From an optimization exercise on the open Yosys and OpenROAD flow, aimed at small area; shortcuts taken in it are not production practice. Function was not checked in any run shown here: the RTL went through the layout flow alone. The clock port is modelled as an ideal driver; clocking choices that lean on that would not hold on a real chip.

$ cat flow/config.mk
export PLATFORM = sky130hd
export DESIGN_NAME = cordic_dds
export DESIGN_NICKNAME = cordic_dds
export VERILOG_FILES = /design/flow/design.v
export SDC_FILE = /design/flow/constraint.sdc
export NUM_CORES = 4
export LEC_CHECK = 0
export ABC_AREA = 1
export ABC_CLOCK_PERIOD_IN_PS = 5000
export CAP_MARGIN = 20
export CORE_MARGIN = 2
export CORE_UTILIZATION = 40
export SLEW_MARGIN = 20
$ cat flow/constraint.sdc
create_clock -name core_clock -period 5.0 [get_ports {clk}]
set_input_delay 1.0000 -clock core_clock [delete_from_list [all_inputs] [get_ports {clk}]]
set_output_delay 1.0000 -clock core_clock [all_outputs]
set_load 0.01 [all_outputs]
$ cat flow/design.v
module cordic_dds (clk, phase_i, sin_o, cos_o, err_o);
   input         clk;
   input  [15:0] phase_i;
   output [16:0] sin_o, cos_o, err_o;
   reg [1:0] q [0:14];
   always @(posedge clk) q[0] <= phase_i[15:14];
   genvar g;
   generate for (g = 1; g < 15; g = g + 1) begin : qp
      always @(posedge clk) q[g] <= q[g-1];
   end endgenerate
   reg [13:0] z0;
   always @(posedge clk) z0 <= phase_i[13:0];
   reg [13:0] u1; reg sd1;
   reg [12:0] u2; reg sd2;
   reg [11:0] u3; reg sd3;
   reg [10:0] u4; reg sd4;
   reg [9:0] u5; reg sd5;
   reg [8:0] u6; reg sd6;
   reg [7:0] u7; reg sd7;
   reg [6:0] u8; reg sd8;
   reg [5:0] u9; reg sd9;
   reg [4:0] u10; reg sd10;
   reg [3:0] u11; reg sd11;
   reg [2:0] u12; reg sd12;
   reg [2:0] u13; reg sd13;
   reg [1:0] u14; reg sd14;
   wire [14:0] v0 = {1'b0, z0} - 15'd8189;
   always @(posedge clk) begin u1 <= v0[13:0] ^ {14{v0[14]}}; sd1 <= v0[14] ^ q[0][0]; end
   wire [14:0] v1 = {1'd0, u1} - 15'd4834;
   always @(posedge clk) begin u2 <= v1[12:0] ^ {13{v1[14]}}; sd2 <= sd1 ^ v1[14]; end
   wire [13:0] v2 = {1'd0, u2} - 14'd2554;
   always @(posedge clk) begin u3 <= v2[11:0] ^ {12{v2[13]}}; sd3 <= sd2 ^ v2[13]; end
   wire [12:0] v3 = {1'd0, u3} - 13'd1296;
   always @(posedge clk) begin u4 <= v3[10:0] ^ {11{v3[12]}}; sd4 <= sd3 ^ v3[12]; end
   wire [11:0] v4 = {1'd0, u4} - 12'd650;
   always @(posedge clk) begin u5 <= v4[9:0] ^ {10{v4[11]}}; sd5 <= sd4 ^ v4[11]; end
   wire [10:0] v5 = {1'd0, u5} - 11'd325;
   always @(posedge clk) begin u6 <= v5[8:0] ^ {9{v5[10]}}; sd6 <= sd5 ^ v5[10]; end
   wire [9:0] v6 = {1'd0, u6} - 10'd162;
   always @(posedge clk) begin u7 <= v6[7:0] ^ {8{v6[9]}}; sd7 <= sd6 ^ v6[9]; end
   wire [8:0] v7 = {1'd0, u7} - 9'd81;
   always @(posedge clk) begin u8 <= v7[6:0] ^ {7{v7[8]}}; sd8 <= sd7 ^ v7[8]; end
   wire [7:0] v8 = {1'd0, u8} - 8'd40;
   always @(posedge clk) begin u9 <= v8[5:0] ^ {6{v8[7]}}; sd9 <= sd8 ^ v8[7]; end
   wire [6:0] v9 = {1'd0, u9} - 7'd20;
   always @(posedge clk) begin u10 <= v9[4:0] ^ {5{v9[6]}}; sd10 <= sd9 ^ v9[6]; end
   wire [5:0] v10 = {1'd0, u10} - 6'd10;
   always @(posedge clk) begin u11 <= v10[3:0] ^ {4{v10[5]}}; sd11 <= sd10 ^ v10[5]; end
   wire [4:0] v11 = {1'd0, u11} - 5'd5;
   always @(posedge clk) begin u12 <= v11[2:0] ^ {3{v11[4]}}; sd12 <= sd11 ^ v11[4]; end
   wire [3:0] v12 = {1'd0, u12} - 4'd2;
   always @(posedge clk) begin u13 <= v12[2:0] ^ {3{v12[3]}}; sd13 <= sd12 ^ v12[3]; end
   wire [3:0] v13 = {1'd0, u13} - 4'd1;
   always @(posedge clk) begin u14 <= v13[1:0] ^ {2{v13[3]}}; sd14 <= sd13 ^ v13[3]; end
   wire zsg = sd14 ^ q[14][0];
   wire [2:0] z14 = {zsg, u14 ^ {2{zsg}}};
   assign err_o = {{14{z14[2]}}, z14};
   reg d1_2; always @(posedge clk) d1_2 <= sd1;
   reg d1_3; always @(posedge clk) d1_3 <= d1_2;
   reg d1_4; always @(posedge clk) d1_4 <= d1_3;
   reg d1_5; always @(posedge clk) d1_5 <= d1_4;
   reg d1_6; always @(posedge clk) d1_6 <= d1_5;
   reg d1_7; always @(posedge clk) d1_7 <= d1_6;
   reg d1_8; always @(posedge clk) d1_8 <= d1_7;
   reg d1_9; always @(posedge clk) d1_9 <= d1_8;
   reg d1_10; always @(posedge clk) d1_10 <= d1_9;
   reg d1_11; always @(posedge clk) d1_11 <= d1_10;
   reg d2_3; always @(posedge clk) d2_3 <= sd2;
   reg d2_4; always @(posedge clk) d2_4 <= d2_3;
   reg d2_5; always @(posedge clk) d2_5 <= d2_4;
   reg d2_6; always @(posedge clk) d2_6 <= d2_5;
   reg d2_7; always @(posedge clk) d2_7 <= d2_6;
   reg d2_8; always @(posedge clk) d2_8 <= d2_7;
   reg d2_9; always @(posedge clk) d2_9 <= d2_8;
   reg d2_10; always @(posedge clk) d2_10 <= d2_9;
   reg d2_11; always @(posedge clk) d2_11 <= d2_10;
   reg d3_4; always @(posedge clk) d3_4 <= sd3;
   reg d3_5; always @(posedge clk) d3_5 <= d3_4;
   reg d3_6; always @(posedge clk) d3_6 <= d3_5;
   reg d3_7; always @(posedge clk) d3_7 <= d3_6;
   reg d3_8; always @(posedge clk) d3_8 <= d3_7;
   reg d3_9; always @(posedge clk) d3_9 <= d3_8;
   reg d3_10; always @(posedge clk) d3_10 <= d3_9;
   reg d3_11; always @(posedge clk) d3_11 <= d3_10;
   reg d4_5; always @(posedge clk) d4_5 <= sd4;
   reg d4_6; always @(posedge clk) d4_6 <= d4_5;
   reg d4_7; always @(posedge clk) d4_7 <= d4_6;
   reg d4_8; always @(posedge clk) d4_8 <= d4_7;
   reg d4_9; always @(posedge clk) d4_9 <= d4_8;
   reg d4_10; always @(posedge clk) d4_10 <= d4_9;
   reg d4_11; always @(posedge clk) d4_11 <= d4_10;
   reg d5_6; always @(posedge clk) d5_6 <= sd5;
   reg d5_7; always @(posedge clk) d5_7 <= d5_6;
   reg d5_8; always @(posedge clk) d5_8 <= d5_7;
   reg d5_9; always @(posedge clk) d5_9 <= d5_8;
   reg d5_10; always @(posedge clk) d5_10 <= d5_9;
   reg d5_11; always @(posedge clk) d5_11 <= d5_10;
   reg d6_7; always @(posedge clk) d6_7 <= sd6;
   reg d6_8; always @(posedge clk) d6_8 <= d6_7;
   reg d6_9; always @(posedge clk) d6_9 <= d6_8;
   reg d6_10; always @(posedge clk) d6_10 <= d6_9;
   reg d6_11; always @(posedge clk) d6_11 <= d6_10;
   reg d7_8; always @(posedge clk) d7_8 <= sd7;
   reg d7_9; always @(posedge clk) d7_9 <= d7_8;
   reg d7_10; always @(posedge clk) d7_10 <= d7_9;
   reg d7_11; always @(posedge clk) d7_11 <= d7_10;
   reg d8_9; always @(posedge clk) d8_9 <= sd8;
   reg d8_10; always @(posedge clk) d8_10 <= d8_9;
   reg d8_11; always @(posedge clk) d8_11 <= d8_10;
   reg d9_10; always @(posedge clk) d9_10 <= sd9;
   reg d9_11; always @(posedge clk) d9_11 <= d9_10;
   reg d9_12; always @(posedge clk) d9_12 <= d9_11;
   reg d10_11; always @(posedge clk) d10_11 <= sd10;
   reg d10_12; always @(posedge clk) d10_12 <= d10_11;
   reg d11_12; always @(posedge clk) d11_12 <= sd11;
   reg d11_13; always @(posedge clk) d11_13 <= d11_12;
   reg d12_13; always @(posedge clk) d12_13 <= sd12;
   reg d13_14; always @(posedge clk) d13_14 <= sd13;
   wire [6:0] tsel = {d7_11, d6_11, d5_11, d4_11, d3_11, d2_11, d1_11};
   wire hf = tsel[0];
   wire [5:0] hsel = tsel[6:1] ^ {6{hf}};
   wire [15:0] hx, hy;
   wire [63:0] hx_t0 = 64'b0110000111101101101011100010110001100001111011011010111000101100;
   assign hx[0] = hx_t0[hsel];
   wire [63:0] hx_t1 = 64'b1000100010010010110110000110101011010111001010010100100000010000;
   assign hx[1] = hx_t1[hsel];
   wire [63:0] hx_t2 = 64'b0011101110111101000100101100010010010001100000101110001101000000;
   assign hx[2] = hx_t2[hsel];
   wire [63:0] hx_t3 = 64'b1110110100000010110011101111111000100001100101111101000011010011;
   assign hx[3] = hx_t3[hsel];
   wire [63:0] hx_t4 = 64'b0000010010001101110000111110010000100010110011010000110110100000;
   assign hx[4] = hx_t4[hsel];
   wire [63:0] hx_t5 = 64'b0011001101011101110111110111110011110101010101110001011100110010;
   assign hx[5] = hx_t5[hsel];
   wire [63:0] hx_t6 = 64'b0011101111011001000100011111001000011001111110011111001110010110;
   assign hx[6] = hx_t6[hsel];
   wire [63:0] hx_t7 = 64'b1011111110010111101111011001011000010101000111110011010101111110;
   assign hx[7] = hx_t7[hsel];
   wire [63:0] hx_t8 = 64'b0010001000100000100010001010100110001000101000000000000000101001;
   assign hx[8] = hx_t8[hsel];
   wire [63:0] hx_t9 = 64'b0010000010001010000000101000101011111101011101010111010111110101;
   assign hx[9] = hx_t9[hsel];
   wire [63:0] hx_t10 = 64'b1000001010100010010111010101110101011111110101110010100000101000;
   assign hx[10] = hx_t10[hsel];
   wire [63:0] hx_t11 = 64'b1101010100101010100010000111011110001000011111111010100001010111;
   assign hx[11] = hx_t11[hsel];
   wire [63:0] hx_t12 = 64'b1000111110100101100001111111000010000111111100001010011111110000;
   assign hx[12] = hx_t12[hsel];
   wire [63:0] hx_t13 = 64'b0100001101100011010000110011001101000011001100110110001100110011;
   assign hx[13] = hx_t13[hsel];
   wire [63:0] hx_t14 = 64'b1010100110001001101010011001100110101001100110011000100110011001;
   assign hx[14] = hx_t14[hsel];
   wire [63:0] hx_t15 = 64'b0000000100000001000000010001000100000001000100010000000100010001;
   assign hx[15] = hx_t15[hsel];
   wire [63:0] hy_t0 = 64'b1110110010100100010001101100110111101100101001000100011011001101;
   assign hy[0] = hy_t0[hsel];
   wire [63:0] hy_t1 = 64'b1101101101100100111000001101010001001100011110111101110110100010;
   assign hy[1] = hy_t1[hsel];
   wire [63:0] hy_t2 = 64'b1010010101001111101010010111000011000011000101000111111011110010;
   assign hy[2] = hy_t2[hsel];
   wire [63:0] hy_t3 = 64'b1010011110001011001110100010010011100111000100011110111010101100;
   assign hy[3] = hy_t3[hsel];
   wire [63:0] hy_t4 = 64'b0111011001001011000011101011010110010100011100110001011111101000;
   assign hy[4] = hy_t4[hsel];
   wire [63:0] hy_t5 = 64'b1011000000000110000110101001101001000111101101101001101011111000;
   assign hy[5] = hy_t5[hsel];
   wire [63:0] hy_t6 = 64'b1010100101000100110101000111110010010110111110110101101110011011;
   assign hy[6] = hy_t6[hsel];
   wire [63:0] hy_t7 = 64'b0101010101100100011110111101001110111111000100111011110010010100;
   assign hy[7] = hy_t7[hsel];
   wire [63:0] hy_t8 = 64'b0101110101000011100110110001010010110101101111100111000111111110;
   assign hy[8] = hy_t8[hsel];
   wire [63:0] hy_t9 = 64'b0001100111000111111101010011110101010001100101110111111100111101;
   assign hy[9] = hy_t9[hsel];
   wire [63:0] hy_t10 = 64'b0011011110000111001111110101010100111111110101111011111101010101;
   assign hy[10] = hy_t10[hsel];
   wire [63:0] hy_t11 = 64'b1111010111001101111101010101111111110101110111011111010101011111;
   assign hy[11] = hy_t11[hsel];
   wire [63:0] hy_t12 = 64'b1101011111100111110101110111011111010111111101111101011101110111;
   assign hy[12] = hy_t12[hsel];
   wire [63:0] hy_t13 = 64'b0111111101101111011111111111111101111111011111110111111111111111;
   assign hy[13] = hy_t13[hsel];
   wire [63:0] hy_t14 = 64'b1111111111101111111111111111111111111111111111111111111111111111;
   assign hy[14] = hy_t14[hsel];
   wire [63:0] hy_t15 = 64'b0000000000010000000000000000000000000000000000000000000000000000;
   assign hy[15] = hy_t15[hsel];
   wire [15:0] tx = hf ? hy : hx;
   wire [15:0] ty = hf ? hx : hy;
   wire cN = q[14][1] ^ q[14][0];
   wire sN = q[14][1];
   wire [16:0] X8 = {1'b0, tx};
   wire [16:0] Y8 = {1'b0, ty};
   wire dg8 = d8_11;
   wire [8:0] g8_wy0 = Y8[16:8], g8_wx0 = X8[16:8];
   wire [10:0] g8_xl1_c = {{2'b00, X8[7:0]}, 1'b1} + {{{1{g8_wy0[8]}}, g8_wy0} ^ {10{~dg8}}, ~dg8};
   wire [9:0] g8_xl1 = g8_xl1_c[10:1];
   wire [10:0] g8_yl1_c = {{2'b00, Y8[7:0]}, 1'b1} + {{{1{g8_wx0[8]}}, g8_wx0} ^ {10{dg8}}, dg8};
   wire [9:0] g8_yl1 = g8_yl1_c[10:1];
   wire [8:0] g8_xh1_h = X8[16:8];
   wire [1:0] g8_xh1_c = g8_xl1[9:8];
   wire g8_xh1_i = g8_xh1_c[0] & ~g8_xh1_c[1], g8_xh1_d = g8_xh1_c[1];
   wire [8:0] g8_xh1_p1, g8_xh1_p0;
   assign g8_xh1_p1[0] = 1'b1; assign g8_xh1_p0[0] = 1'b1;
   assign g8_xh1_p1[1] = g8_xh1_p1[0] & g8_xh1_h[0]; assign g8_xh1_p0[1] = g8_xh1_p0[0] & ~g8_xh1_h[0];
   assign g8_xh1_p1[2] = g8_xh1_p1[1] & g8_xh1_h[1]; assign g8_xh1_p0[2] = g8_xh1_p0[1] & ~g8_xh1_h[1];
   assign g8_xh1_p1[3] = g8_xh1_p1[2] & g8_xh1_h[2]; assign g8_xh1_p0[3] = g8_xh1_p0[2] & ~g8_xh1_h[2];
   assign g8_xh1_p1[4] = g8_xh1_p1[3] & g8_xh1_h[3]; assign g8_xh1_p0[4] = g8_xh1_p0[3] & ~g8_xh1_h[3];
   assign g8_xh1_p1[5] = g8_xh1_p1[4] & g8_xh1_h[4]; assign g8_xh1_p0[5] = g8_xh1_p0[4] & ~g8_xh1_h[4];
   assign g8_xh1_p1[6] = g8_xh1_p1[5] & g8_xh1_h[5]; assign g8_xh1_p0[6] = g8_xh1_p0[5] & ~g8_xh1_h[5];
   assign g8_xh1_p1[7] = g8_xh1_p1[6] & g8_xh1_h[6]; assign g8_xh1_p0[7] = g8_xh1_p0[6] & ~g8_xh1_h[6];
   assign g8_xh1_p1[8] = g8_xh1_p1[7] & g8_xh1_h[7]; assign g8_xh1_p0[8] = g8_xh1_p0[7] & ~g8_xh1_h[7];
   wire [8:0] g8_xh1 = g8_xh1_h ^ (({9{g8_xh1_i}} & g8_xh1_p1) | ({9{g8_xh1_d}} & g8_xh1_p0));
   wire [8:0] g8_yh1_h = Y8[16:8];
   wire [1:0] g8_yh1_c = g8_yl1[9:8];
   wire g8_yh1_i = g8_yh1_c[0] & ~g8_yh1_c[1], g8_yh1_d = g8_yh1_c[1];
   wire [8:0] g8_yh1_p1, g8_yh1_p0;
   assign g8_yh1_p1[0] = 1'b1; assign g8_yh1_p0[0] = 1'b1;
   assign g8_yh1_p1[1] = g8_yh1_p1[0] & g8_yh1_h[0]; assign g8_yh1_p0[1] = g8_yh1_p0[0] & ~g8_yh1_h[0];
   assign g8_yh1_p1[2] = g8_yh1_p1[1] & g8_yh1_h[1]; assign g8_yh1_p0[2] = g8_yh1_p0[1] & ~g8_yh1_h[1];
   assign g8_yh1_p1[3] = g8_yh1_p1[2] & g8_yh1_h[2]; assign g8_yh1_p0[3] = g8_yh1_p0[2] & ~g8_yh1_h[2];
   assign g8_yh1_p1[4] = g8_yh1_p1[3] & g8_yh1_h[3]; assign g8_yh1_p0[4] = g8_yh1_p0[3] & ~g8_yh1_h[3];
   assign g8_yh1_p1[5] = g8_yh1_p1[4] & g8_yh1_h[4]; assign g8_yh1_p0[5] = g8_yh1_p0[4] & ~g8_yh1_h[4];
   assign g8_yh1_p1[6] = g8_yh1_p1[5] & g8_yh1_h[5]; assign g8_yh1_p0[6] = g8_yh1_p0[5] & ~g8_yh1_h[5];
   assign g8_yh1_p1[7] = g8_yh1_p1[6] & g8_yh1_h[6]; assign g8_yh1_p0[7] = g8_yh1_p0[6] & ~g8_yh1_h[6];
   assign g8_yh1_p1[8] = g8_yh1_p1[7] & g8_yh1_h[7]; assign g8_yh1_p0[8] = g8_yh1_p0[7] & ~g8_yh1_h[7];
   wire [8:0] g8_yh1 = g8_yh1_h ^ (({9{g8_yh1_i}} & g8_yh1_p1) | ({9{g8_yh1_d}} & g8_yh1_p0));
   wire [16:0] g8_x1 = {g8_xh1, g8_xl1[7:0]}, g8_y1 = {g8_yh1, g8_yl1[7:0]};
   reg [15:0] xr12, yr12;
   always @(posedge clk) begin xr12 <= g8_x1[15:0]; yr12 <= g8_y1[15:0]; end
   wire [16:0] X9 = {1'b0, xr12};
   wire [16:0] Y9 = {1'b0, yr12};
   wire dg9 = d9_12;
   wire [7:0] g9_wy0 = Y9[16:9], g9_wx0 = X9[16:9];
   wire [9:0] g9_xl1_c = {{2'b00, X9[6:0]}, 1'b1} + {{{1{g9_wy0[7]}}, g9_wy0} ^ {9{~dg9}}, ~dg9};
   wire [8:0] g9_xl1 = g9_xl1_c[9:1];
   wire [9:0] g9_yl1_c = {{2'b00, Y9[6:0]}, 1'b1} + {{{1{g9_wx0[7]}}, g9_wx0} ^ {9{dg9}}, dg9};
   wire [8:0] g9_yl1 = g9_yl1_c[9:1];
   wire [9:0] g9_xh1_h = X9[16:7];
   wire [1:0] g9_xh1_c = g9_xl1[8:7];
   wire g9_xh1_i = g9_xh1_c[0] & ~g9_xh1_c[1], g9_xh1_d = g9_xh1_c[1];
   wire [9:0] g9_xh1_p1, g9_xh1_p0;
   assign g9_xh1_p1[0] = 1'b1; assign g9_xh1_p0[0] = 1'b1;
   assign g9_xh1_p1[1] = g9_xh1_p1[0] & g9_xh1_h[0]; assign g9_xh1_p0[1] = g9_xh1_p0[0] & ~g9_xh1_h[0];
   assign g9_xh1_p1[2] = g9_xh1_p1[1] & g9_xh1_h[1]; assign g9_xh1_p0[2] = g9_xh1_p0[1] & ~g9_xh1_h[1];
   assign g9_xh1_p1[3] = g9_xh1_p1[2] & g9_xh1_h[2]; assign g9_xh1_p0[3] = g9_xh1_p0[2] & ~g9_xh1_h[2];
   assign g9_xh1_p1[4] = g9_xh1_p1[3] & g9_xh1_h[3]; assign g9_xh1_p0[4] = g9_xh1_p0[3] & ~g9_xh1_h[3];
   assign g9_xh1_p1[5] = g9_xh1_p1[4] & g9_xh1_h[4]; assign g9_xh1_p0[5] = g9_xh1_p0[4] & ~g9_xh1_h[4];
   assign g9_xh1_p1[6] = g9_xh1_p1[5] & g9_xh1_h[5]; assign g9_xh1_p0[6] = g9_xh1_p0[5] & ~g9_xh1_h[5];
   assign g9_xh1_p1[7] = g9_xh1_p1[6] & g9_xh1_h[6]; assign g9_xh1_p0[7] = g9_xh1_p0[6] & ~g9_xh1_h[6];
   assign g9_xh1_p1[8] = g9_xh1_p1[7] & g9_xh1_h[7]; assign g9_xh1_p0[8] = g9_xh1_p0[7] & ~g9_xh1_h[7];
   assign g9_xh1_p1[9] = g9_xh1_p1[8] & g9_xh1_h[8]; assign g9_xh1_p0[9] = g9_xh1_p0[8] & ~g9_xh1_h[8];
   wire [9:0] g9_xh1 = g9_xh1_h ^ (({10{g9_xh1_i}} & g9_xh1_p1) | ({10{g9_xh1_d}} & g9_xh1_p0));
   wire [9:0] g9_yh1_h = Y9[16:7];
   wire [1:0] g9_yh1_c = g9_yl1[8:7];
   wire g9_yh1_i = g9_yh1_c[0] & ~g9_yh1_c[1], g9_yh1_d = g9_yh1_c[1];
   wire [9:0] g9_yh1_p1, g9_yh1_p0;
   assign g9_yh1_p1[0] = 1'b1; assign g9_yh1_p0[0] = 1'b1;
   assign g9_yh1_p1[1] = g9_yh1_p1[0] & g9_yh1_h[0]; assign g9_yh1_p0[1] = g9_yh1_p0[0] & ~g9_yh1_h[0];
   assign g9_yh1_p1[2] = g9_yh1_p1[1] & g9_yh1_h[1]; assign g9_yh1_p0[2] = g9_yh1_p0[1] & ~g9_yh1_h[1];
   assign g9_yh1_p1[3] = g9_yh1_p1[2] & g9_yh1_h[2]; assign g9_yh1_p0[3] = g9_yh1_p0[2] & ~g9_yh1_h[2];
   assign g9_yh1_p1[4] = g9_yh1_p1[3] & g9_yh1_h[3]; assign g9_yh1_p0[4] = g9_yh1_p0[3] & ~g9_yh1_h[3];
   assign g9_yh1_p1[5] = g9_yh1_p1[4] & g9_yh1_h[4]; assign g9_yh1_p0[5] = g9_yh1_p0[4] & ~g9_yh1_h[4];
   assign g9_yh1_p1[6] = g9_yh1_p1[5] & g9_yh1_h[5]; assign g9_yh1_p0[6] = g9_yh1_p0[5] & ~g9_yh1_h[5];
   assign g9_yh1_p1[7] = g9_yh1_p1[6] & g9_yh1_h[6]; assign g9_yh1_p0[7] = g9_yh1_p0[6] & ~g9_yh1_h[6];
   assign g9_yh1_p1[8] = g9_yh1_p1[7] & g9_yh1_h[7]; assign g9_yh1_p0[8] = g9_yh1_p0[7] & ~g9_yh1_h[7];
   assign g9_yh1_p1[9] = g9_yh1_p1[8] & g9_yh1_h[8]; assign g9_yh1_p0[9] = g9_yh1_p0[8] & ~g9_yh1_h[8];
   wire [9:0] g9_yh1 = g9_yh1_h ^ (({10{g9_yh1_i}} & g9_yh1_p1) | ({10{g9_yh1_d}} & g9_yh1_p0));
   wire [16:0] g9_x1 = {g9_xh1, g9_xl1[6:0]}, g9_y1 = {g9_yh1, g9_yl1[6:0]};
   wire dg10 = d10_12;
   wire [6:0] g9_wy1 = g9_y1[16:10], g9_wx1 = g9_x1[16:10];
   wire [9:0] g9_xl2_c = {g9_xl1, 1'b1} + {{{2{g9_wy1[6]}}, g9_wy1} ^ {9{~dg10}}, ~dg10};
   wire [8:0] g9_xl2 = g9_xl2_c[9:1];
   wire [9:0] g9_yl2_c = {g9_yl1, 1'b1} + {{{2{g9_wx1[6]}}, g9_wx1} ^ {9{dg10}}, dg10};
   wire [8:0] g9_yl2 = g9_yl2_c[9:1];
   wire [9:0] g9_xh2_h = X9[16:7];
   wire [1:0] g9_xh2_c = g9_xl2[8:7];
   wire g9_xh2_i = g9_xh2_c[0] & ~g9_xh2_c[1], g9_xh2_d = g9_xh2_c[1];
   wire [9:0] g9_xh2_p1, g9_xh2_p0;
   assign g9_xh2_p1[0] = 1'b1; assign g9_xh2_p0[0] = 1'b1;
   assign g9_xh2_p1[1] = g9_xh2_p1[0] & g9_xh2_h[0]; assign g9_xh2_p0[1] = g9_xh2_p0[0] & ~g9_xh2_h[0];
   assign g9_xh2_p1[2] = g9_xh2_p1[1] & g9_xh2_h[1]; assign g9_xh2_p0[2] = g9_xh2_p0[1] & ~g9_xh2_h[1];
   assign g9_xh2_p1[3] = g9_xh2_p1[2] & g9_xh2_h[2]; assign g9_xh2_p0[3] = g9_xh2_p0[2] & ~g9_xh2_h[2];
   assign g9_xh2_p1[4] = g9_xh2_p1[3] & g9_xh2_h[3]; assign g9_xh2_p0[4] = g9_xh2_p0[3] & ~g9_xh2_h[3];
   assign g9_xh2_p1[5] = g9_xh2_p1[4] & g9_xh2_h[4]; assign g9_xh2_p0[5] = g9_xh2_p0[4] & ~g9_xh2_h[4];
   assign g9_xh2_p1[6] = g9_xh2_p1[5] & g9_xh2_h[5]; assign g9_xh2_p0[6] = g9_xh2_p0[5] & ~g9_xh2_h[5];
   assign g9_xh2_p1[7] = g9_xh2_p1[6] & g9_xh2_h[6]; assign g9_xh2_p0[7] = g9_xh2_p0[6] & ~g9_xh2_h[6];
   assign g9_xh2_p1[8] = g9_xh2_p1[7] & g9_xh2_h[7]; assign g9_xh2_p0[8] = g9_xh2_p0[7] & ~g9_xh2_h[7];
   assign g9_xh2_p1[9] = g9_xh2_p1[8] & g9_xh2_h[8]; assign g9_xh2_p0[9] = g9_xh2_p0[8] & ~g9_xh2_h[8];
   wire [9:0] g9_xh2 = g9_xh2_h ^ (({10{g9_xh2_i}} & g9_xh2_p1) | ({10{g9_xh2_d}} & g9_xh2_p0));
   wire [9:0] g9_yh2_h = Y9[16:7];
   wire [1:0] g9_yh2_c = g9_yl2[8:7];
   wire g9_yh2_i = g9_yh2_c[0] & ~g9_yh2_c[1], g9_yh2_d = g9_yh2_c[1];
   wire [9:0] g9_yh2_p1, g9_yh2_p0;
   assign g9_yh2_p1[0] = 1'b1; assign g9_yh2_p0[0] = 1'b1;
   assign g9_yh2_p1[1] = g9_yh2_p1[0] & g9_yh2_h[0]; assign g9_yh2_p0[1] = g9_yh2_p0[0] & ~g9_yh2_h[0];
   assign g9_yh2_p1[2] = g9_yh2_p1[1] & g9_yh2_h[1]; assign g9_yh2_p0[2] = g9_yh2_p0[1] & ~g9_yh2_h[1];
   assign g9_yh2_p1[3] = g9_yh2_p1[2] & g9_yh2_h[2]; assign g9_yh2_p0[3] = g9_yh2_p0[2] & ~g9_yh2_h[2];
   assign g9_yh2_p1[4] = g9_yh2_p1[3] & g9_yh2_h[3]; assign g9_yh2_p0[4] = g9_yh2_p0[3] & ~g9_yh2_h[3];
   assign g9_yh2_p1[5] = g9_yh2_p1[4] & g9_yh2_h[4]; assign g9_yh2_p0[5] = g9_yh2_p0[4] & ~g9_yh2_h[4];
   assign g9_yh2_p1[6] = g9_yh2_p1[5] & g9_yh2_h[5]; assign g9_yh2_p0[6] = g9_yh2_p0[5] & ~g9_yh2_h[5];
   assign g9_yh2_p1[7] = g9_yh2_p1[6] & g9_yh2_h[6]; assign g9_yh2_p0[7] = g9_yh2_p0[6] & ~g9_yh2_h[6];
   assign g9_yh2_p1[8] = g9_yh2_p1[7] & g9_yh2_h[7]; assign g9_yh2_p0[8] = g9_yh2_p0[7] & ~g9_yh2_h[7];
   assign g9_yh2_p1[9] = g9_yh2_p1[8] & g9_yh2_h[8]; assign g9_yh2_p0[9] = g9_yh2_p0[8] & ~g9_yh2_h[8];
   wire [9:0] g9_yh2 = g9_yh2_h ^ (({10{g9_yh2_i}} & g9_yh2_p1) | ({10{g9_yh2_d}} & g9_yh2_p0));
   wire [16:0] g9_x2 = {g9_xh2, g9_xl2[6:0]}, g9_y2 = {g9_yh2, g9_yl2[6:0]};
   reg [15:0] xr13, yr13;
   always @(posedge clk) begin xr13 <= g9_x2[15:0]; yr13 <= g9_y2[15:0]; end
   wire [16:0] X11 = {1'b0, xr13};
   wire [16:0] Y11 = {1'b0, yr13};
   wire dg11 = d11_13;
   wire [5:0] g11_wy0 = Y11[16:11], g11_wx0 = X11[16:11];
   wire [7:0] g11_xl1_c = {{2'b00, X11[4:0]}, 1'b1} + {{{1{g11_wy0[5]}}, g11_wy0} ^ {7{~dg11}}, ~dg11};
   wire [6:0] g11_xl1 = g11_xl1_c[7:1];
   wire [7:0] g11_yl1_c = {{2'b00, Y11[4:0]}, 1'b1} + {{{1{g11_wx0[5]}}, g11_wx0} ^ {7{dg11}}, dg11};
   wire [6:0] g11_yl1 = g11_yl1_c[7:1];
   wire [11:0] g11_xh1_h = X11[16:5];
   wire [1:0] g11_xh1_c = g11_xl1[6:5];
   wire g11_xh1_i = g11_xh1_c[0] & ~g11_xh1_c[1], g11_xh1_d = g11_xh1_c[1];
   wire [11:0] g11_xh1_p1, g11_xh1_p0;
   assign g11_xh1_p1[0] = 1'b1; assign g11_xh1_p0[0] = 1'b1;
   assign g11_xh1_p1[1] = g11_xh1_p1[0] & g11_xh1_h[0]; assign g11_xh1_p0[1] = g11_xh1_p0[0] & ~g11_xh1_h[0];
   assign g11_xh1_p1[2] = g11_xh1_p1[1] & g11_xh1_h[1]; assign g11_xh1_p0[2] = g11_xh1_p0[1] & ~g11_xh1_h[1];
   assign g11_xh1_p1[3] = g11_xh1_p1[2] & g11_xh1_h[2]; assign g11_xh1_p0[3] = g11_xh1_p0[2] & ~g11_xh1_h[2];
   assign g11_xh1_p1[4] = g11_xh1_p1[3] & g11_xh1_h[3]; assign g11_xh1_p0[4] = g11_xh1_p0[3] & ~g11_xh1_h[3];
   assign g11_xh1_p1[5] = g11_xh1_p1[4] & g11_xh1_h[4]; assign g11_xh1_p0[5] = g11_xh1_p0[4] & ~g11_xh1_h[4];
   assign g11_xh1_p1[6] = g11_xh1_p1[5] & g11_xh1_h[5]; assign g11_xh1_p0[6] = g11_xh1_p0[5] & ~g11_xh1_h[5];
   assign g11_xh1_p1[7] = g11_xh1_p1[6] & g11_xh1_h[6]; assign g11_xh1_p0[7] = g11_xh1_p0[6] & ~g11_xh1_h[6];
   assign g11_xh1_p1[8] = g11_xh1_p1[7] & g11_xh1_h[7]; assign g11_xh1_p0[8] = g11_xh1_p0[7] & ~g11_xh1_h[7];
   assign g11_xh1_p1[9] = g11_xh1_p1[8] & g11_xh1_h[8]; assign g11_xh1_p0[9] = g11_xh1_p0[8] & ~g11_xh1_h[8];
   assign g11_xh1_p1[10] = g11_xh1_p1[9] & g11_xh1_h[9]; assign g11_xh1_p0[10] = g11_xh1_p0[9] & ~g11_xh1_h[9];
   assign g11_xh1_p1[11] = g11_xh1_p1[10] & g11_xh1_h[10]; assign g11_xh1_p0[11] = g11_xh1_p0[10] & ~g11_xh1_h[10];
   wire [11:0] g11_xh1 = g11_xh1_h ^ (({12{g11_xh1_i}} & g11_xh1_p1) | ({12{g11_xh1_d}} & g11_xh1_p0));
   wire [11:0] g11_yh1_h = Y11[16:5];
   wire [1:0] g11_yh1_c = g11_yl1[6:5];
   wire g11_yh1_i = g11_yh1_c[0] & ~g11_yh1_c[1], g11_yh1_d = g11_yh1_c[1];
   wire [11:0] g11_yh1_p1, g11_yh1_p0;
   assign g11_yh1_p1[0] = 1'b1; assign g11_yh1_p0[0] = 1'b1;
   assign g11_yh1_p1[1] = g11_yh1_p1[0] & g11_yh1_h[0]; assign g11_yh1_p0[1] = g11_yh1_p0[0] & ~g11_yh1_h[0];
   assign g11_yh1_p1[2] = g11_yh1_p1[1] & g11_yh1_h[1]; assign g11_yh1_p0[2] = g11_yh1_p0[1] & ~g11_yh1_h[1];
   assign g11_yh1_p1[3] = g11_yh1_p1[2] & g11_yh1_h[2]; assign g11_yh1_p0[3] = g11_yh1_p0[2] & ~g11_yh1_h[2];
   assign g11_yh1_p1[4] = g11_yh1_p1[3] & g11_yh1_h[3]; assign g11_yh1_p0[4] = g11_yh1_p0[3] & ~g11_yh1_h[3];
   assign g11_yh1_p1[5] = g11_yh1_p1[4] & g11_yh1_h[4]; assign g11_yh1_p0[5] = g11_yh1_p0[4] & ~g11_yh1_h[4];
   assign g11_yh1_p1[6] = g11_yh1_p1[5] & g11_yh1_h[5]; assign g11_yh1_p0[6] = g11_yh1_p0[5] & ~g11_yh1_h[5];
   assign g11_yh1_p1[7] = g11_yh1_p1[6] & g11_yh1_h[6]; assign g11_yh1_p0[7] = g11_yh1_p0[6] & ~g11_yh1_h[6];
   assign g11_yh1_p1[8] = g11_yh1_p1[7] & g11_yh1_h[7]; assign g11_yh1_p0[8] = g11_yh1_p0[7] & ~g11_yh1_h[7];
   assign g11_yh1_p1[9] = g11_yh1_p1[8] & g11_yh1_h[8]; assign g11_yh1_p0[9] = g11_yh1_p0[8] & ~g11_yh1_h[8];
   assign g11_yh1_p1[10] = g11_yh1_p1[9] & g11_yh1_h[9]; assign g11_yh1_p0[10] = g11_yh1_p0[9] & ~g11_yh1_h[9];
   assign g11_yh1_p1[11] = g11_yh1_p1[10] & g11_yh1_h[10]; assign g11_yh1_p0[11] = g11_yh1_p0[10] & ~g11_yh1_h[10];
   wire [11:0] g11_yh1 = g11_yh1_h ^ (({12{g11_yh1_i}} & g11_yh1_p1) | ({12{g11_yh1_d}} & g11_yh1_p0));
   wire [16:0] g11_x1 = {g11_xh1, g11_xl1[4:0]}, g11_y1 = {g11_yh1, g11_yl1[4:0]};
   wire dg12 = d12_13;
   wire [4:0] g11_wy1 = g11_y1[16:12], g11_wx1 = g11_x1[16:12];
   wire [7:0] g11_xl2_c = {g11_xl1, 1'b1} + {{{2{g11_wy1[4]}}, g11_wy1} ^ {7{~dg12}}, ~dg12};
   wire [6:0] g11_xl2 = g11_xl2_c[7:1];
   wire [7:0] g11_yl2_c = {g11_yl1, 1'b1} + {{{2{g11_wx1[4]}}, g11_wx1} ^ {7{dg12}}, dg12};
   wire [6:0] g11_yl2 = g11_yl2_c[7:1];
   wire [11:0] g11_xh2_h = X11[16:5];
   wire [1:0] g11_xh2_c = g11_xl2[6:5];
   wire g11_xh2_i = g11_xh2_c[0] & ~g11_xh2_c[1], g11_xh2_d = g11_xh2_c[1];
   wire [11:0] g11_xh2_p1, g11_xh2_p0;
   assign g11_xh2_p1[0] = 1'b1; assign g11_xh2_p0[0] = 1'b1;
   assign g11_xh2_p1[1] = g11_xh2_p1[0] & g11_xh2_h[0]; assign g11_xh2_p0[1] = g11_xh2_p0[0] & ~g11_xh2_h[0];
   assign g11_xh2_p1[2] = g11_xh2_p1[1] & g11_xh2_h[1]; assign g11_xh2_p0[2] = g11_xh2_p0[1] & ~g11_xh2_h[1];
   assign g11_xh2_p1[3] = g11_xh2_p1[2] & g11_xh2_h[2]; assign g11_xh2_p0[3] = g11_xh2_p0[2] & ~g11_xh2_h[2];
   assign g11_xh2_p1[4] = g11_xh2_p1[3] & g11_xh2_h[3]; assign g11_xh2_p0[4] = g11_xh2_p0[3] & ~g11_xh2_h[3];
   assign g11_xh2_p1[5] = g11_xh2_p1[4] & g11_xh2_h[4]; assign g11_xh2_p0[5] = g11_xh2_p0[4] & ~g11_xh2_h[4];
   assign g11_xh2_p1[6] = g11_xh2_p1[5] & g11_xh2_h[5]; assign g11_xh2_p0[6] = g11_xh2_p0[5] & ~g11_xh2_h[5];
   assign g11_xh2_p1[7] = g11_xh2_p1[6] & g11_xh2_h[6]; assign g11_xh2_p0[7] = g11_xh2_p0[6] & ~g11_xh2_h[6];
   assign g11_xh2_p1[8] = g11_xh2_p1[7] & g11_xh2_h[7]; assign g11_xh2_p0[8] = g11_xh2_p0[7] & ~g11_xh2_h[7];
   assign g11_xh2_p1[9] = g11_xh2_p1[8] & g11_xh2_h[8]; assign g11_xh2_p0[9] = g11_xh2_p0[8] & ~g11_xh2_h[8];
   assign g11_xh2_p1[10] = g11_xh2_p1[9] & g11_xh2_h[9]; assign g11_xh2_p0[10] = g11_xh2_p0[9] & ~g11_xh2_h[9];
   assign g11_xh2_p1[11] = g11_xh2_p1[10] & g11_xh2_h[10]; assign g11_xh2_p0[11] = g11_xh2_p0[10] & ~g11_xh2_h[10];
   wire [11:0] g11_xh2 = g11_xh2_h ^ (({12{g11_xh2_i}} & g11_xh2_p1) | ({12{g11_xh2_d}} & g11_xh2_p0));
   wire [11:0] g11_yh2_h = Y11[16:5];
   wire [1:0] g11_yh2_c = g11_yl2[6:5];
   wire g11_yh2_i = g11_yh2_c[0] & ~g11_yh2_c[1], g11_yh2_d = g11_yh2_c[1];
   wire [11:0] g11_yh2_p1, g11_yh2_p0;
   assign g11_yh2_p1[0] = 1'b1; assign g11_yh2_p0[0] = 1'b1;
   assign g11_yh2_p1[1] = g11_yh2_p1[0] & g11_yh2_h[0]; assign g11_yh2_p0[1] = g11_yh2_p0[0] & ~g11_yh2_h[0];
   assign g11_yh2_p1[2] = g11_yh2_p1[1] & g11_yh2_h[1]; assign g11_yh2_p0[2] = g11_yh2_p0[1] & ~g11_yh2_h[1];
   assign g11_yh2_p1[3] = g11_yh2_p1[2] & g11_yh2_h[2]; assign g11_yh2_p0[3] = g11_yh2_p0[2] & ~g11_yh2_h[2];
   assign g11_yh2_p1[4] = g11_yh2_p1[3] & g11_yh2_h[3]; assign g11_yh2_p0[4] = g11_yh2_p0[3] & ~g11_yh2_h[3];
   assign g11_yh2_p1[5] = g11_yh2_p1[4] & g11_yh2_h[4]; assign g11_yh2_p0[5] = g11_yh2_p0[4] & ~g11_yh2_h[4];
   assign g11_yh2_p1[6] = g11_yh2_p1[5] & g11_yh2_h[5]; assign g11_yh2_p0[6] = g11_yh2_p0[5] & ~g11_yh2_h[5];
   assign g11_yh2_p1[7] = g11_yh2_p1[6] & g11_yh2_h[6]; assign g11_yh2_p0[7] = g11_yh2_p0[6] & ~g11_yh2_h[6];
   assign g11_yh2_p1[8] = g11_yh2_p1[7] & g11_yh2_h[7]; assign g11_yh2_p0[8] = g11_yh2_p0[7] & ~g11_yh2_h[7];
   assign g11_yh2_p1[9] = g11_yh2_p1[8] & g11_yh2_h[8]; assign g11_yh2_p0[9] = g11_yh2_p0[8] & ~g11_yh2_h[8];
   assign g11_yh2_p1[10] = g11_yh2_p1[9] & g11_yh2_h[9]; assign g11_yh2_p0[10] = g11_yh2_p0[9] & ~g11_yh2_h[9];
   assign g11_yh2_p1[11] = g11_yh2_p1[10] & g11_yh2_h[10]; assign g11_yh2_p0[11] = g11_yh2_p0[10] & ~g11_yh2_h[10];
   wire [11:0] g11_yh2 = g11_yh2_h ^ (({12{g11_yh2_i}} & g11_yh2_p1) | ({12{g11_yh2_d}} & g11_yh2_p0));
   wire [16:0] g11_x2 = {g11_xh2, g11_xl2[4:0]}, g11_y2 = {g11_yh2, g11_yl2[4:0]};
   reg [15:0] xr14, yr14;
   always @(posedge clk) begin xr14 <= g11_x2[15:0]; yr14 <= g11_y2[15:0]; end
   wire [16:0] X13 = {(xr14[15] & xr14[14]), xr14};
   wire [16:0] Y13 = {(yr14[15] & yr14[14]), yr14};
   wire dg13 = d13_14;
   wire [3:0] g13_wy0 = Y13[16:13], g13_wx0 = X13[16:13];
   wire [5:0] g13_xm = {2'b00, X13[3:0]} - {5'd0, cN};
   wire [5:0] g13_ym = {2'b00, Y13[3:0]} - {5'd0, sN};
   wire [6:0] g13_xl1_c = {g13_xm, 1'b1} + {{{2{g13_wy0[3]}}, g13_wy0} ^ {6{~dg13}}, ~dg13};
   wire [5:0] g13_xl1 = g13_xl1_c[6:1];
   wire [6:0] g13_yl1_c = {g13_ym, 1'b1} + {{{2{g13_wx0[3]}}, g13_wx0} ^ {6{dg13}}, dg13};
   wire [5:0] g13_yl1 = g13_yl1_c[6:1];
   wire [12:0] g13_xh1_h = X13[16:4];
   wire [1:0] g13_xh1_c = g13_xl1[5:4];
   wire g13_xh1_i = g13_xh1_c[0] & ~g13_xh1_c[1], g13_xh1_d = g13_xh1_c[1];
   wire [12:0] g13_xh1_p1, g13_xh1_p0;
   assign g13_xh1_p1[0] = 1'b1; assign g13_xh1_p0[0] = 1'b1;
   assign g13_xh1_p1[1] = g13_xh1_p1[0] & g13_xh1_h[0]; assign g13_xh1_p0[1] = g13_xh1_p0[0] & ~g13_xh1_h[0];
   assign g13_xh1_p1[2] = g13_xh1_p1[1] & g13_xh1_h[1]; assign g13_xh1_p0[2] = g13_xh1_p0[1] & ~g13_xh1_h[1];
   assign g13_xh1_p1[3] = g13_xh1_p1[2] & g13_xh1_h[2]; assign g13_xh1_p0[3] = g13_xh1_p0[2] & ~g13_xh1_h[2];
   assign g13_xh1_p1[4] = g13_xh1_p1[3] & g13_xh1_h[3]; assign g13_xh1_p0[4] = g13_xh1_p0[3] & ~g13_xh1_h[3];
   assign g13_xh1_p1[5] = g13_xh1_p1[4] & g13_xh1_h[4]; assign g13_xh1_p0[5] = g13_xh1_p0[4] & ~g13_xh1_h[4];
   assign g13_xh1_p1[6] = g13_xh1_p1[5] & g13_xh1_h[5]; assign g13_xh1_p0[6] = g13_xh1_p0[5] & ~g13_xh1_h[5];
   assign g13_xh1_p1[7] = g13_xh1_p1[6] & g13_xh1_h[6]; assign g13_xh1_p0[7] = g13_xh1_p0[6] & ~g13_xh1_h[6];
   assign g13_xh1_p1[8] = g13_xh1_p1[7] & g13_xh1_h[7]; assign g13_xh1_p0[8] = g13_xh1_p0[7] & ~g13_xh1_h[7];
   assign g13_xh1_p1[9] = g13_xh1_p1[8] & g13_xh1_h[8]; assign g13_xh1_p0[9] = g13_xh1_p0[8] & ~g13_xh1_h[8];
   assign g13_xh1_p1[10] = g13_xh1_p1[9] & g13_xh1_h[9]; assign g13_xh1_p0[10] = g13_xh1_p0[9] & ~g13_xh1_h[9];
   assign g13_xh1_p1[11] = g13_xh1_p1[10] & g13_xh1_h[10]; assign g13_xh1_p0[11] = g13_xh1_p0[10] & ~g13_xh1_h[10];
   assign g13_xh1_p1[12] = g13_xh1_p1[11] & g13_xh1_h[11]; assign g13_xh1_p0[12] = g13_xh1_p0[11] & ~g13_xh1_h[11];
   wire [12:0] g13_xh1 = g13_xh1_h ^ (({13{g13_xh1_i}} & g13_xh1_p1) | ({13{g13_xh1_d}} & g13_xh1_p0));
   wire [12:0] g13_yh1_h = Y13[16:4];
   wire [1:0] g13_yh1_c = g13_yl1[5:4];
   wire g13_yh1_i = g13_yh1_c[0] & ~g13_yh1_c[1], g13_yh1_d = g13_yh1_c[1];
   wire [12:0] g13_yh1_p1, g13_yh1_p0;
   assign g13_yh1_p1[0] = 1'b1; assign g13_yh1_p0[0] = 1'b1;
   assign g13_yh1_p1[1] = g13_yh1_p1[0] & g13_yh1_h[0]; assign g13_yh1_p0[1] = g13_yh1_p0[0] & ~g13_yh1_h[0];
   assign g13_yh1_p1[2] = g13_yh1_p1[1] & g13_yh1_h[1]; assign g13_yh1_p0[2] = g13_yh1_p0[1] & ~g13_yh1_h[1];
   assign g13_yh1_p1[3] = g13_yh1_p1[2] & g13_yh1_h[2]; assign g13_yh1_p0[3] = g13_yh1_p0[2] & ~g13_yh1_h[2];
   assign g13_yh1_p1[4] = g13_yh1_p1[3] & g13_yh1_h[3]; assign g13_yh1_p0[4] = g13_yh1_p0[3] & ~g13_yh1_h[3];
   assign g13_yh1_p1[5] = g13_yh1_p1[4] & g13_yh1_h[4]; assign g13_yh1_p0[5] = g13_yh1_p0[4] & ~g13_yh1_h[4];
   assign g13_yh1_p1[6] = g13_yh1_p1[5] & g13_yh1_h[5]; assign g13_yh1_p0[6] = g13_yh1_p0[5] & ~g13_yh1_h[5];
   assign g13_yh1_p1[7] = g13_yh1_p1[6] & g13_yh1_h[6]; assign g13_yh1_p0[7] = g13_yh1_p0[6] & ~g13_yh1_h[6];
   assign g13_yh1_p1[8] = g13_yh1_p1[7] & g13_yh1_h[7]; assign g13_yh1_p0[8] = g13_yh1_p0[7] & ~g13_yh1_h[7];
   assign g13_yh1_p1[9] = g13_yh1_p1[8] & g13_yh1_h[8]; assign g13_yh1_p0[9] = g13_yh1_p0[8] & ~g13_yh1_h[8];
   assign g13_yh1_p1[10] = g13_yh1_p1[9] & g13_yh1_h[9]; assign g13_yh1_p0[10] = g13_yh1_p0[9] & ~g13_yh1_h[9];
   assign g13_yh1_p1[11] = g13_yh1_p1[10] & g13_yh1_h[10]; assign g13_yh1_p0[11] = g13_yh1_p0[10] & ~g13_yh1_h[10];
   assign g13_yh1_p1[12] = g13_yh1_p1[11] & g13_yh1_h[11]; assign g13_yh1_p0[12] = g13_yh1_p0[11] & ~g13_yh1_h[11];
   wire [12:0] g13_yh1 = g13_yh1_h ^ (({13{g13_yh1_i}} & g13_yh1_p1) | ({13{g13_yh1_d}} & g13_yh1_p0));
   wire [16:0] g13_x1 = {g13_xh1, g13_xl1[3:0]}, g13_y1 = {g13_yh1, g13_yl1[3:0]};
   reg [16:0] cos_r, sin_r;
   always @(posedge clk) begin
      cos_r <= {17{cN}} ^ g13_x1;
      sin_r <= {17{sN}} ^ g13_y1;
   end
   assign cos_o = cos_r;
   assign sin_o = sin_r;
endmodule
$ cat flow/flow/run.sh
#!/bin/bash
# Own layout flow: the standard flow (standard synthesis unchanged), with
#  - the port buffers made from sky130_fd_sc_hd__buf_1 cells,
#  - clock tree options passed to clock_tree_synthesis,
#  - power recovery (cell down-sizing on paths with slack) after global routing.
# Each make run writes its full output to a log of its own in the work folder;
# ORFS's per-step logs are under orfs/logs/.
set -euo pipefail
cd "$(dirname "$0")/.."
source flow/knobs.sh
bash standard.sh finish \
  "BUFFER_PORTS_ARGS=$PORT_BUF_ARGS" \
  "CTS_ARGS=$CTS_ARGS" \
  "RECOVER_POWER=$RECOVER" > flow_standard.log 2>&1
$ cat flow/flow/knobs.sh
PORT_BUF_ARGS="-buffer_cell sky130_fd_sc_hd__buf_1"
CTS_ARGS="-sink_clustering_enable -repair_clock_nets -dont_use_dummy_load -buf_list sky130_fd_sc_hd__clkbuf_16 -sink_clustering_size 25 -sink_clustering_max_diameter 120"
RECOVER=0
$ cat flow/standard.sh
#!/bin/bash
# synth_recipe.tcl (not shown) runs the flow's synth.tcl, then flattens the netlist and writes it again
# the make line also repeats each setting of config.mk as NAME=value (left out here)
make -C /OpenROAD-flow-scripts/flow DESIGN_CONFIG=/design/flow/config.mk WORK_HOME=/design/flow/orfs CLKGATE_MAP_FILE= SYNTH_SCRIPT=/design/flow/synth_recipe.tcl "${@:-finish}"
==> results of run 1 <==
==> worst max-delay path: cells and delay by family, from the launching register on <==
kind / cells / cell delay, ps
DFF: 1 / 380
and+or+nand+nor: 12 / 990
xor gates and xnor gates: 1 / 260
AOI/OAI and AO/OA: 9 / 1420
adders and majority gates: 2 / 640
buffers and inverters: 6 / 780
==> state kept, by name (all words and copies together), names as in the netlist, 13 cells and up <==
register	flops
z0	14
yr13	16
u1	14
q	30
cos_r	17
u2	13
yr12	16
xr13	16
sin_r	17
yr14	16
xr12	16
xr14	16
==> per-stage QoR <==
stage,hold slack [ps],cell area (µm²)
after global placement,310,22100
after global routing,337,22600
after detailed placement,312,22100
final,309,22600
after floorplan,310,20400
after CTS,303,22500
==> placed cells by master (no fill, tap or decap), types with 104 or more instances in the layout <==
cell type  synthesis  final
nor2_1           145    145
ha_1             104    104
nand2_1          660    658
a21oi_1          111    110
xnor2_1          132    132
nand3_1          205    205
xor2_1           241    241
dfxtp_1          356    354
o21ai_0          120    116
inv_1            328    327
buf_4             15    120
==> final timing paths <==
check             startpoint       end  slack (ps)  depth (start not counted)
setup / recovery       d1_11  xr12[11]         390                         30
hold / removal       q[7][0]   q[8][0]         310                          0
setup reg to reg       d1_11  xr12[11]         390                         30
hold reg to reg      q[7][0]   q[8][0]         310                          0
==> logic make-up (layout without fill, tap and decap cells) <==
family / after synthesis / in the layout
simple gates: 1156 / 1156
buf+inv: 415 / 552
xor+xnor: 379 / 379
flops: 356 / 356
compound gates: 342 / 342
fa+ha+maj: 104 / 104
==> cell type report <==
class	instances	share of cell area
clock buffers	18	0.0200
inverters	344	0.0573
repair buffers	190	0.0535
multi-input cells	1981	0.516
well taps	672	0.0372
flip-flops and latches	356	0.316
==> repair_timing <==
item,in CTS,in global routing
setup buffers,0,1
gates resized for setup,0,18
endpoints found under the setup margin,0,42
==> metal layers <==
layer | vias to the layer above | part of all wire | routed length (µm)
met1 | 7986 | 0.41 | 20600
li1 | 9093 | - | -
met5 | - | 0 | 0
met2 | 419 | 0.52 | 26200
met3 | 121 | 0.035 | 1760
met4 | 0 | 0.045 | 2290
==> results.ini, run 1 <==
[status]
outcome = timing/DRC/antenna clean

[layout]
fillers = 5088
syn2layout_area_growth_pct = 10.4
drive_above_1_share = 0.0768
final-seq-area_um2 = 7130
final_nets = 3012
stdcell_count = 3561
postLayoutCoreUtil = 0.449
multi_input_area_um2 = 11700
num_antenna_cells = 0

[clock_network]
insertion_delay_ps = 540
ctsHoldBuffers = 0
clk_pin_slew_ps = 90
cts_tree = built
clock-sinks = 356
numCtsBuffers = 18

[global_routing]
antenna_found_initial = 0
grtUsageTotal = 0.189
grt_max_degree = 37
grt_util_met2 = 0.365
grtUsageMet3 = 0.0198
grt-ovfl-total = 0
grt_pass1_wl_mm = 82.0
grt_pass1_vias = 16684
grt-busiest-layer = met2
grt_use_met1 = 0.207

[routing]
routed_via_density = 4.95
wl_per_cell_um = 14.3
drc = 0
routed_wl_mm = 50.8
ant_nets = 0
dr.pass1.iters = 6
first_iter_violations = 1090
dr_total_vias = 17619

[place]
io_buffers = 67
dpl.hpwl_mm = 41.1
placedCellCount = 3542
place.gp.congestion = 0.969
post-place-ws_ps = 146

[floorplan]
die_w_um = 230
core_region_area_um2 = 50300
start_util = 0.407
core.rowCount = 82
die_y_um = 230
dieArea_um2 = 52900
io_pins = 68

[timing]
hold_viol_final = 0
setup_viol = 0
slew_headroom = 0.369
totalNegativeSetupSlack_ps = 0
layout_setup_ws_ps = 393
timing.clock.skew_ps = 42.4
worst_pin_slew_ps = 944
layout_min_cycle_time_ps = 4610
slew_viol_final = 0
clock.fmax_ghz = 0.217
period_share = 0.921

[setup_path]
cp_slowest_cell = dfxtp_2
startpoint_type = register
cp_slowest_stage_delay_ps = 380
setup.worst_path.end_class = register
cp_data_arrival_time_ps = 5000
cp.required_ps = 5390
path_max_fanout = 6
worst-setup-path-type = reg2reg
path_common_cell = nand2_1

[synth]
synth_xor_area_frac = 0.165
synthTopCellsByCount = nand2_1, dfxtp_1, inv_1, xor2_1, nand3_1
avgSynthCellArea_um2 = 7.43
synth_top_family_by_area = simple AND/OR/NAND/NOR gates
async_flop_share = 0
yosys.cell_count.top_type = nand2_1
synth-simple-area-share = 0.244
ys_warn_count = 2
synthCells = 2752
synth_top_area_frac = 0.349
synth-seq-cells = 356
post_synth_fa_ha_maj_area_fraction = 0.0637
synthTopCellsByArea = dfxtp_1, nand2_1, xor2_1, ha_1, inv_1
synth_top_cell_by_area = dfxtp_1
synth_edf_count = 0
synth-main-ff-cell = dfxtp_1
muxShareOfSynthArea = 0
synth_fp_nets = 2873
synth_area_um2 = 20400
synth_compound_area_frac = 0.0962
synth-seq-area-share = 0.349
yosysUniqueCellTypes = 52

[min_path]
worst_hold_path_type = reg2reg

[job]
cap_violations = 0

==> inputs of run 2 (changes only) <==
--- a/flow/config.mk
+++ b/flow/config.mk
@@ -12,2 +12,3 @@
 export CORE_UTILIZATION = 40
+export GPL_TIMING_DRIVEN = 0
 export SLEW_MARGIN = 20
==> results.ini, run 2 <==
[clock_network]
numCtsBuffers = 18
clk_pin_slew_ps = 100
clock-sinks = 356
insertion_delay_ps = 530
ctsHoldBuffers = 0
cts_tree = built

[timing]
hold_viol_final = 0
layout_setup_ws_ps = 295
slew_headroom = 0.253
clock.fmax_ghz = 0.213
setup_viol = 0
period_share = 0.941
slew_viol_final = 0
worst_pin_slew_ps = 1120
whs_ps = 325
layout_min_cycle_time_ps = 4710
timing.clock.skew_ps = 30.9

[synth]
synthTopCellsByCount = nand2_1, dfxtp_1, inv_1, xor2_1, nand3_1
synth_area_um2 = 20400
synth_edf_count = 0
synth_fp_nets = 2873
synth-main-ff-cell = dfxtp_1
synth_top_cell_by_area = dfxtp_1
avgSynthCellArea_um2 = 7.43
synthTopCellsByArea = dfxtp_1, nand2_1, xor2_1, ha_1, inv_1
async_flop_share = 0
synth-seq-cells = 356
synth-seq-area-share = 0.349
ys_warn_count = 2
yosys.cell_count.top_type = nand2_1
synthCells = 2752
synth_top_area_frac = 0.349
yosysUniqueCellTypes = 52

[layout]
stdcell_area_um2 = 22700
num_antenna_cells = 0
largest_register_ffs = 30
syn2layout_area_growth_pct = 11.1
reg.largest.list = q x30, cos_r x17, sin_r x17
final_common_cell = nand2_1
fillers = 5101
final_nets = 2994
largest-register = q
layout_common_cells = nand2_1, dfxtp_1, inv_1, xor2_1, nand3_1
drive_above_1_share = 0.0846

[routing]
dr.pass1.iters = 6
routed_wl_mm = 54.2
wl_per_cell_um = 15.3
first_iter_violations = 1134
drc = 0
dr_total_vias = 17772
routed_via_density = 5.02
ant_nets = 0

[floorplan]
io_pins = 68
core.rowCount = 82
start_util = 0.407
dieArea_um2 = 52900
core_region_area_um2 = 50300
die_y_um = 230
die_w_um = 230

[status]
outcome = timing/DRC/antenna clean

[place]
place_area_um2 = 21500
place.gp.congestion = 0.999
post-place-ws_ps = -897
io_buffers = 67
dpl.hpwl_mm = 42.6

[global_routing]
grt-ovfl-total = 0
antenna_found_initial = 0
grtUsageTotal = 0.201
grt_pass1_wl_mm = 85.7
grt_pass1_vias = 16886
grt_max_degree = 26

[setup_path]
worst-setup-path-type = reg2reg
path_max_fanout = 10
startpoint_type = register
setup.worst_path.end_class = register
path_common_cell = nand2_1
cp_data_arrival_time_ps = 5110
cp_slowest_stage_delay_ps = 390
cp.required_ps = 5410
cp_slowest_cell = dfxtp_1

[min_path]
worst_hold_path_type = reg2reg

[job]
cap_violations = 0

## run 2: through the flow
step | cells | TNS, ps | utilization
2_1_floorplan | 2752 | 0 | -
4_1_cts | 3523 | 0 | 0.442
5_1_grt | 3543 | -71.9 | 0.452
6_report | 3543 | 0 | 0.452
3_3_place_gp | 3491 | -34540 | 0.428
3_5_place_dp | 3491 | -34300 | 0.428
## run 2: critical path: cells and delay by family (launching register included)
family	cells	cell delay [ps]
AOI/OAI and AO/OA	1	190
xor gates and xnor gates	3	430
adders and majority gates	2	710
buffers and inverters	7	900
DFF	1	390
and+or+nand+nor	18	1960
## run 2: path summary, 6_finish.rpt
path,startpoint,end,slack [ps],depth (start not counted)
min reg2reg,d6_7,d6_8,320,0
max reg2reg,d9_12,yr13[9],290,31
min,d6_7,d6_8,320,0
max,d9_12,yr13[9],290,31
## run 2: metal layers
metal  global-route usage  vias to the layer above  part of all wire
met5                    0                        -                 0
met4                0.108                        0             0.062
met3               0.0213                      163             0.041
met2                0.377                      482              0.50
met1                0.221                     8069              0.39
li1                     -                     9058                 -
## run 2: kinds of logic (layout without fill, tap and decap cells)
kind of cell             count (synthesis)  in the layout  synth area share
AND/OR/NAND/NOR                       1156           1156             0.244
XOR/XNOR                               379            379             0.165
buffers and inverters                  415            534            0.0831
flip-flops                             356            356             0.349
AO/OA/AOI/OAI                          342            342            0.0962
adder cells (fa/ha/maj)                104            104            0.0637
## run 2: area by class of cell
type | count | area [µm²] | area share
Inverter | 344 | 1300 | 0.0571
Tap cell | 672 | 841 | 0.0370
Sequential cell | 356 | 7130 | 0.314
Timing Repair Buffer | 101 | 523 | 0.0230
Clock buffer | 18 | 450 | 0.0198
Buffer | 71 | 479 | 0.0211
Multi-Input combinational cell | 1981 | 12000 | 0.528
## run 2: repair_timing
action | in CTS | in global routing
gates resized for setup | 37 | 105
setup endpoints to repair | 61 | 57
buffers inserted | 14 | 20
pin swaps | 5 | 18

[re-timing with driven ports]
Ports are ideal in the flow. The routed layouts listed here were re-timed in OpenROAD. Step 1: set_driving_cell puts a clkbuf_16 on clk and a buf_2 on each other input, an assumption about the parent block. Step 2 also shifts input and output timing later by t, the mid clock arrival at the registers, as if the neighbouring blocks saw the same clock. a / b / c = no drivers / after step 1 / after step 2; a / b = the first two.
run | t (ns) | setup slack, ns | hold slack, ns | latest minus earliest clock arrival (ns)
run 1 | 0.566 | 0.393 / 0.393 / 0.393 | 0.309 / 0.309 / 0.309 | 0.046 / 0.046
run 2 | 0.564 | 0.295 / 0.295 / 0.295 | 0.325 / 0.325 / 0.325 | 0.031 / 0.032
After both steps every run listed still meets setup and hold.
